Background: an optimization exercise with open tools, aiming at small area, a short achievable clock period and few clock cycles. Do not read the settings as production practice. RTL that was checked went through simulation tests only; none was proved equivalent to the original. For run 1, only the layout was checked, not whether the RTL still works.

==> flow/design.v, too long to show whole: its modules and the start of the top module <==
// module seq_multi: 909 lines
module seq_multi #(
    parameter WIDTH = 32
)
(
    input wire logic clk,
    input wire logic rst,
    input wire logic start,
    input wire logic [WIDTH - 1:0] multiplier,
    input wire logic [WIDTH - 1:0] multiplicand,
    output logic busy,
    output logic [(WIDTH * 2) - 1:0] product
);
  // ...
==> flow/flow/run.sh <==
#!/bin/bash
# The standard layout, with the port buffers made of buf_4 cells instead of the
# delay-buffer cells buffer_ports picks by default.
set -euo pipefail
export BUFFER_PORTS_ARGS="-buffer_cell sky130_fd_sc_hd__buf_4"
bash standard.sh finish > standard.log 2>&1
==> flow/standard.sh <==
#!/bin/bash
# synth_recipe.tcl (not shown) runs the flow's synth.tcl, then flattens the netlist and writes it again
# the make line also repeats each setting of config.mk as NAME=value (left out here)
make -C /OpenROAD-flow-scripts/flow DESIGN_CONFIG=/design/flow/config.mk WORK_HOME=/design/flow/orfs CLKGATE_MAP_FILE= SYNTH_SCRIPT=/design/flow/synth_recipe.tcl "${@:-finish}"
==> flow/config.mk <==
export PLATFORM = sky130hd
export DESIGN_NAME = seq_multi
export DESIGN_NICKNAME = seq_multi
export VERILOG_FILES = /design/flow/design.v
export SDC_FILE = /design/flow/constraint.sdc
export NUM_CORES = 4
export LEC_CHECK = 0
export CAP_MARGIN = 20
export CORE_MARGIN = 2
export CORE_UTILIZATION = 40
export SETUP_SLACK_MARGIN = 0.5
export SLEW_MARGIN = 20
==> flow/constraint.sdc <==
create_clock -name core_clock -period 5.0 [get_ports {clk}]
set_input_delay 1.0000 -clock core_clock [delete_from_list [all_inputs] [get_ports {clk}]]
set_output_delay 1.0000 -clock core_clock [all_outputs]
set_load 0.01 [all_outputs]
==> impl_results.md, run 1 <==
- Final core utilization: 47.4%
- RSZ-0062 raised after global routing: yes
- Simple-Gate Fraction of Synth Area: 8.33%
- # clk buffers: 18
- Register area: 0.00476 mm^2
- Largest family of logic cells by synthesized area: adder cells
- Dpl ws: -0.0818 ns
- Register area share after synthesis: 20.3%
- Most common cell after layout, fill and taps aside: inv_1
- Cell taking the most area after synthesis: fa_1
- Largest net degree at the start of global routing: 64
- Die area: 0.0605 mm^2
- Async SR Flop Fraction: 0%
- # diodes: 0
- EDFF count, synth: 115
- CP Class: flop to flop
- Clk sinks: 180
- Largest class: multi-input combinational cells
- Most frequent cells in the layout: 326 x inv_1, 273 x fa_1, 266 x xnor2_1
- CP peak stage delay: 0.67 ns
- # setup viols final: 0
- Detailed-route via count: 20600
- YS warnings: 1
- Total CTS buffers: 17
- Initial core utilization: 40.5%
- CP dominant cell by count: fa_1
- Remaining DRCs: 0
- Status: complete, no violations
- Drt total wl: 90.4 mm
- Top-area cell type share of the netlist area: 24.2%
- Critical-path cell list: buf_12 > mux2i_2 > buf_4 > o22ai_1 > xnor2_1 > fa_1 > fa_1 > inv_1 > fa_1 > fa_2 > buf_4 > mux2i_1
- Register bit total from synthesis: 180
- ANT nets after route: 0
- Fraction of area in multi-input gates: 62.1%
- Slowest-stage cell, CP: fa_2
==> run 2, diff against run 1 <==
--- a/flow/design.v
+++ b/flow/design.v
@@ -899,11 +899,14 @@
             n8 <= multiplier[17];
         end
         if (start & ~bd) begin
             s <= ts;
             c <= tc;
         end else if (bd) begin
             s <= {ts[47:0], lo[15:0]};
             c <= {tc[47:0], 16'd0};
+        end else begin
+            s[63:16] <= product[63:16];
+            c <= 64'd0;
         end
     end
 endmodule
==> flow/config.mk (replaced) <==
export PLATFORM = sky130hd
export DESIGN_NAME = seq_multi
export DESIGN_NICKNAME = seq_multi
export VERILOG_FILES = /design/flow/design.v
export SDC_FILE = /design/flow/constraint.sdc
export NUM_CORES = 4
export LEC_CHECK = 0
export CAP_MARGIN = 20
export CORE_MARGIN = 2
export CORE_UTILIZATION = 50
export SETUP_SLACK_MARGIN = 0.5
export SLEW_MARGIN = 20
==> impl_results.md, run 2 <==
- Status: complete, no violations
- Total GRT Usage: 40.4%
- Dpl ws: -0.0914 ns (-0.00960 ns)
- Worst skew pair latency: 0.51 ns
- Synthesized instance count: 2665
- Slew @ Worst Pin: 0.929 ns
- Register area: 0.00392 mm^2 (-18%)
- Hold Path Depth: 1
- TritonCTS clock tree: yes
- Clk sinks: 180 (unchanged)
- Die Y: 218 um
- H-tree depth: 4
- Register area share after synthesis: 17.1% (-3.2 points)
- Cell taking the most area after synthesis: fa_1
- NumNets Final: 3221
- Placer Congestion: 1.01
- Hold buffers post-CTS: 0
- Ratio of cells with drive above 1 in the final layout: 16.5%
- Most common cell after layout, fill and taps aside: inv_1
- Critical path buffers and inverters: 1
- Post-synthesis mux area share: 2.01%
- YS warnings: 1 (unchanged)
- Die Span X: 218 um
- Hold path startpoint: busy
- CP Class: flop to output port
- Async SR Flop Fraction: 0% (unchanged)
- Initial core utilization: 50.6% (+10 points)
- CP peak stage delay: 0.40 ns (-0.27 ns)
- Cell Area, Synth: 0.0229 mm^2
- Max-slew violations: 0
- F_max: 225 MHz
- DR vias/cell: 6.28
- # diodes: 0 (unchanged)
- Design area: 0.0268 mm^2
- Wire per inst: 27.9 um
- Detailed-route via count: 21300 (+3.5%)
- GRT overflow: 0
- Row count: 78
- Adder-Cell Fraction of Synth Area: 29.4%
- Final std cells w/o fill: 3398
- R2r endpoint: c[33]
- Drt total wl: 94.9 mm (+5.0%)
- RR Startpoint: bq
- Vias in the first global route: 20600
- Remaining DRCs: 0 (unchanged)
- Reg2Reg Setup Slack: 0.60 ns
- Slowest-stage cell, CP: or3_1
- Final clock skew: 0.0228 ns
- Endpoints failing hold: 0
- Reg2reg path depth: 10
- DP HPWL: 73.3 mm
- Critical-path cell list: ha_2 > and3_1 > and3_1 > and4_1 > or3_1 > a21oi_2 > o31a_2 > o21ai_0 > xor2_1 > buf_4
- Initial antenna violation count: 2
- FILL cells: 4145
- Synth cell count leaders: 333 x inv_1, 283 x fa_1, 282 x o22ai_1, 276 x xnor2_1, 184 x nand2_1
- DP Cell Count: 3334
- Count leader, synth: inv_1
- RSZ-0062 raised after global routing: yes
- Crit path max fanout: 7
- Yosys cell types: 78
- CP required: 4.00 ns
- First-pass GRT wire length: 139 mm
- Mapped Avg Cell Area: 8.61 um^2
- Clk root buf: clkbuf_16
- Die area: 0.0476 mm^2 (-21%)
- Starting DRT DRC Count: 3111
- Largest family of logic cells by synthesized area: adder cells
- Hold endpoint: busy
- Drt first pass iters: 6
- Largest net degree at the start of global routing: 74 (+16%)
- Setup WS post-layout: 0.561 ns
- Worst hold slack: 0.413 ns
- Total CTS buffers: 17 (unchanged)
- Max-capacitance violation count: 0
- I/O pins: 132
- WP data arrival: 3.44 ns
- ANT nets after route: 0 (unchanged)
- Ys flop type: dfxtp_1
- Final period util: 88.8%
- Multi-input logic area: 0.0173 mm^2
- Syn_nets: 3101
- # port buffers: 131
- DP Area: 0.0256 mm^2
- Worst Setup Start Kind: flop
- Top-area cell type share of the netlist area: 24.7% (+0.50 points)
- Crit path max-delay family: simple AND/OR/NAND/NOR gates
- Layout area overhead: 16.8%
- CTS clk-pin slew, worst paths: 0.08 ns
- Hold Crit Class: flop to flop
- Top Registers: c: 64 flops, s: 64 flops, m: 32 flops
- Core Region: 0.0453 mm^2
- Register bit total from synthesis: 180 (unchanged)
- Most frequent cells in the layout: 330 x inv_1, 280 x o22ai_1, 276 x buf_4
- Area contributors post-synth: fa_1 25%, dfxtp_1 13%, xnor2_1 11%
- # setup viols final: 0 (unchanged)
- Cell depth of the worst setup path: 10
- Slew margin rel.: 38.1%
- Simple-Gate Fraction of Synth Area: 9.15% (+0.82 points)
- Post-layout min period: 4.44 ns
- EDFF count, synth: 31 (-73%)
- Clock tree buffer depth: 2
- Crit. End Element: output port
- Compound-Gate Fraction of Synth Area: 20.0%
- Post-synthesis xor/xnor area fraction: 12.8%
- CP dominant cell by count: and3_1
## run 2: cell count changes in the layout (fill, tap and decap cells not counted), moves of 9 or more
cell / change
o22ai_1: +15
buf_4: +31
mux2i_1: -41
edfxtp_1: -84
dfxtp_1: +81
nor2_1: -17
a21o_1: +9
## run 2: metal layers
layer | part of all wire, % | track usage [%] | vias to the layer above
met3 | 14 | 12.3 | 185
met5 | 0.042 | 0 | -
met1 | 42 | 60.0 | 10500
li1 | - | - | 9202
met4 | 3.4 | 13.2 | 4
met2 | 41 | 55.5 | 1438
## run 2: how the worst max path moves through the flow
stage	start	to
3_5_place_dp	multiplier[15]	s[29]
2_1_floorplan	bm	s[39]
4_1_cts	s[16]	product[62]
6_report	c[25]	product[51]
3_3_place_gp	multiplier[7]	s[39]
5_1_grt	c[21]	product[60]
## run 2: cell type report
class | instances | area share (%)
well taps | 600 | 2.80
flip-flops and latches | 180 | 14.6
clock inverters | 15 | 0.607
repair buffers | 322 | 11.1
multi-input cells | 1923 | 64.4
inverters | 341 | 4.81
clock buffers | 17 | 1.59
## run 2: logic make-up (layout without fill, tap and decap cells)
family | Yosys count | count (layout)
AOI/OAI and AO/OA | 723 | 723
xor gates and xnor gates | 335 | 335
adders and majority gates | 369 | 369
buffers and inverters | 562 | 695
DFF | 180 | 180
muxes | 46 | 46
and+or+nand+nor | 450 | 450
## run 2: per-stage QoR
| step | util (%) | setup TNS, ns |
|---|---|---|
| 3_3_place_gp | 56.5 | -0.319 |
| 6_report | 59.2 | 0 |
| 4_1_cts | 58.2 | 0 |
| 2_1_floorplan | - | 0 |
| 5_1_grt | 59.2 | 0 |
| 3_5_place_dp | 56.5 | -0.322 |
## run 2: repair_timing
item	CTS	global route
endpoints found under the setup margin	48	71
buffers inserted	10	21
gates cloned	0	1
gates resized for setup	14	63
pin swaps	6	18
endpoints found under the hold margin	0	0
Testbench counts of run 2, summed over its fixed seeds: cycles 1,024.

port drivers added, routing unchanged:
No port has a modelled driver above. Below, the same layouts with a new extraction and two added sets of constraints.
Step 1 assumes that a clkbuf_16 drives the clock port and a buf_2 every other input.
Step 2 times the ports against the registers' clock, not the clock port: input delays grow and output delays shrink by t, the midpoint of the rising clock arrivals with the driver on.
Three values: no drivers, after step 1, after step 2; two values: the first two.
run	shift t [ns]	setup WS [ns]	worst setup path at the end	pins driven straight from the clock port
run 1	0.564	0.547 / 0.531 / 0.026	input to register	1
run 2	0.557	0.561 / 0.499 / 0.090	input to register	1
After both steps setup and hold are still met in every run listed. For run 1, which loses most, drivers alone change the setup slack by -0.016 ns; drivers and shift together by -0.521 ns.
